Background: an optimization exercise with open tools, aiming at small area. Do not read the settings as production practice. Only simulation tests tie the RTL to the original design; equivalence was not proved. Power figures rest on the tool's default switching activity, not on a simulated workload.

// top
module  top (clk,reset,data1,data2,data3,data4,data5,data6,data7,data8,data9,data10,data11,data12,data13,data14,data15,data16,data17,data18,data19,data20,
	dataen1,dataen2,dataen3,dataen4,dataen5,dataen6,dataen7,dataen8,dataen9,dataen10,dataen11,dataen12,dataen13,dataen14,dataen15,dataen16,dataen17,dataen18,dataen19,dataen20,
	datao1,datao2,datao3,datao4,datao5,datao6,datao7,datao8,datao9,datao10,datao11,datao12,datao13,datao14,datao15,datao16,datao17,datao18,datao19,datao20);
Size: ~7,900 cells after synthesis, about 3,000 flip-flops.
export LEC_CHECK = 0
export CAP_MARGIN = 35
export CELL_PAD_IN_SITES_DETAIL_PLACEMENT = 0
export CELL_PAD_IN_SITES_GLOBAL_PLACEMENT = 0
export CORE_MARGIN = 2
export CORE_UTILIZATION = 65
export CTS_BUF_LIST = sky130_fd_sc_hd__clkbuf_16
export CTS_CLUSTER_DIAMETER = 90
export CTS_CLUSTER_SIZE = 25
export GPL_TIMING_DRIVEN = 0
export PLACE_DENSITY = 0.75
export SLEW_MARGIN = 35
create_clock -name core_clock -period 8.0 [get_ports {clk}]
standard.sh (not shown) runs the stock make flow with config.mk's settings and CLKGATE_MAP_FILE= SYNTH_SCRIPT=/design/flow/synth_recipe.tcl, a recipe that flattens the netlist after the stock synthesis.
==> flow/flow/run.sh <==
#!/bin/bash
# The standard layout (standard.sh) with two changes:
#  - every input and output port is buffered by a sky130_fd_sc_hd__buf_1
#    (buffer_ports otherwise picks clkdlybuf4s50_1, 2.7x larger);
#  - synthesis maps with an area-oriented ABC script (flow/synth_area.tcl, flow/area.abc).
set -euo pipefail
export BUFFER_PORTS_ARGS="-buffer_cell sky130_fd_sc_hd__buf_1"
work=$(pwd)
sed "s#SYNTH_SCRIPT=[^ ]*#SYNTH_SCRIPT=$work/flow/synth_area.tcl#" standard.sh > flow_standard.sh
bash flow_standard.sh > standard.log 2>&1
==> flow/flow/area.abc <==
&get -n
&st
&dch -f
&nf -R 1000 -E 10 -p
&put
&get -n
&st
&dch -f
&nf -R 1000 -E 10 -p
&put
&get -n
&st
&dch -f
&nf -R 1000 -E 10 -p
&put
&get -n
&st
&dch -f
&nf -R 1000 -E 10 -p
&put
==> flow/flow/synth_area.tcl <==
# The standard flow's synthesis script (synth_recipe.tcl, in the work folder) unchanged, except that
# ABC's technology mapping uses the area-oriented script area.abc beside this file.
set ::area_abc_script [file join [file dirname [file normalize [info script]]] area.abc]
proc abc {args} {
  set i [lsearch -exact $args -script]
  if { $i >= 0 } {
    lset args [expr { $i + 1 }] $::area_abc_script
  }
  yosys abc {*}$args
}
source [file join [file dirname [file dirname [file normalize [info script]]]] synth_recipe.tcl]
Change:
--- a/flow/config.mk
+++ b/flow/config.mk
@@ -15,3 +15,2 @@
 export CTS_CLUSTER_SIZE = 25
-export GPL_TIMING_DRIVEN = 0
 export PLACE_DENSITY = 0.75
Effect: Wire length falls by 0.96%. Non-clock buffer count drops by 174. Clock-buffer cell count goes down by 3.
Change:
--- a/flow/config.mk
+++ b/flow/config.mk
@@ -7,3 +7,3 @@
 export LEC_CHECK = 0
-export CAP_MARGIN = 35
+export CAP_MARGIN = 25
 export CELL_PAD_IN_SITES_DETAIL_PLACEMENT = 0
@@ -15,3 +15,4 @@
 export CTS_CLUSTER_SIZE = 25
+export GPL_ROUTABILITY_DRIVEN = 0
 export PLACE_DENSITY = 0.75
-export SLEW_MARGIN = 35
+export SLEW_MARGIN = 25
After rerunning: The changed run finished clean. Sequential power is about the same. Core utilization is about the same. Final cell count stays flat. Synthesized cell count stays the same. Design area stays flat.
Change:
==> flow/config.mk (replaced) <==
export PLATFORM = sky130hd
export DESIGN_NAME = top
export DESIGN_NICKNAME = top
export VERILOG_FILES = /design/flow/design.v
export SDC_FILE = /design/flow/constraint.sdc
export NUM_CORES = 8
export LEC_CHECK = 0
export CAP_MARGIN = 15
export CELL_PAD_IN_SITES_DETAIL_PLACEMENT = 0
export CELL_PAD_IN_SITES_GLOBAL_PLACEMENT = 0
export CORE_MARGIN = 2
export CORE_UTILIZATION = 70
export CTS_BUF_LIST = sky130_fd_sc_hd__clkbuf_16
export CTS_CLUSTER_DIAMETER = 50
export CTS_CLUSTER_SIZE = 30
export PLACE_DENSITY = 0.8
export SLEW_MARGIN = 15
Effect: The changed run completed and failed the layout checks on slew limit; hold slack degrades by 9.9 ps; wire length is higher by 3.7%; worst setup slack got worse by 660 ps; power goes up by 7.4%; global-route usage rose by 6.2 points; area after synthesis does not change; count of clock-buffer cells in the layout grows by 44; design area came out higher by 1.9%.

## separate check: timing with driven ports
Ports are ideal in the flow. The routed layouts listed here were re-timed in OpenROAD.
Step 1, drivers: a clkbuf_16 drives clk and a buf_2 each remaining input, both assumed.
Step 2 also shifts input and output timing later by t, the mid clock arrival at the registers, as if the neighbouring blocks saw the same clock.
Slacks: no drivers / after step 1 / after step 2; pairs: no drivers / after step 1.
| run | shift t [ns] | slack for setup (ns) | worst setup path at the end | clock arrival spread, ns | worst data-port slew with drivers (ns) |
|---|---|---|---|---|---|
| the first run | 0.937 | 2.771 / 2.851 / 1.914 | input to register | 0.042 / 0.042 | 0.20 |
| the second run | 0.940 | 3.023 / 3.095 / 2.155 | input to register | 0.038 / 0.038 | 0.21 |
| the third run | 0.931 | 3.006 / 3.047 / 2.116 | input to register | 0.040 / 0.040 | 0.17 |
| the fourth run | 0.990 | 2.346 / 2.413 / 1.424 | input to register | 0.061 / 0.061 | 0.27 |
For the fourth run, which loses most, drivers alone change the setup slack by +0.067 ns; drivers and shift together by -0.922 ns.
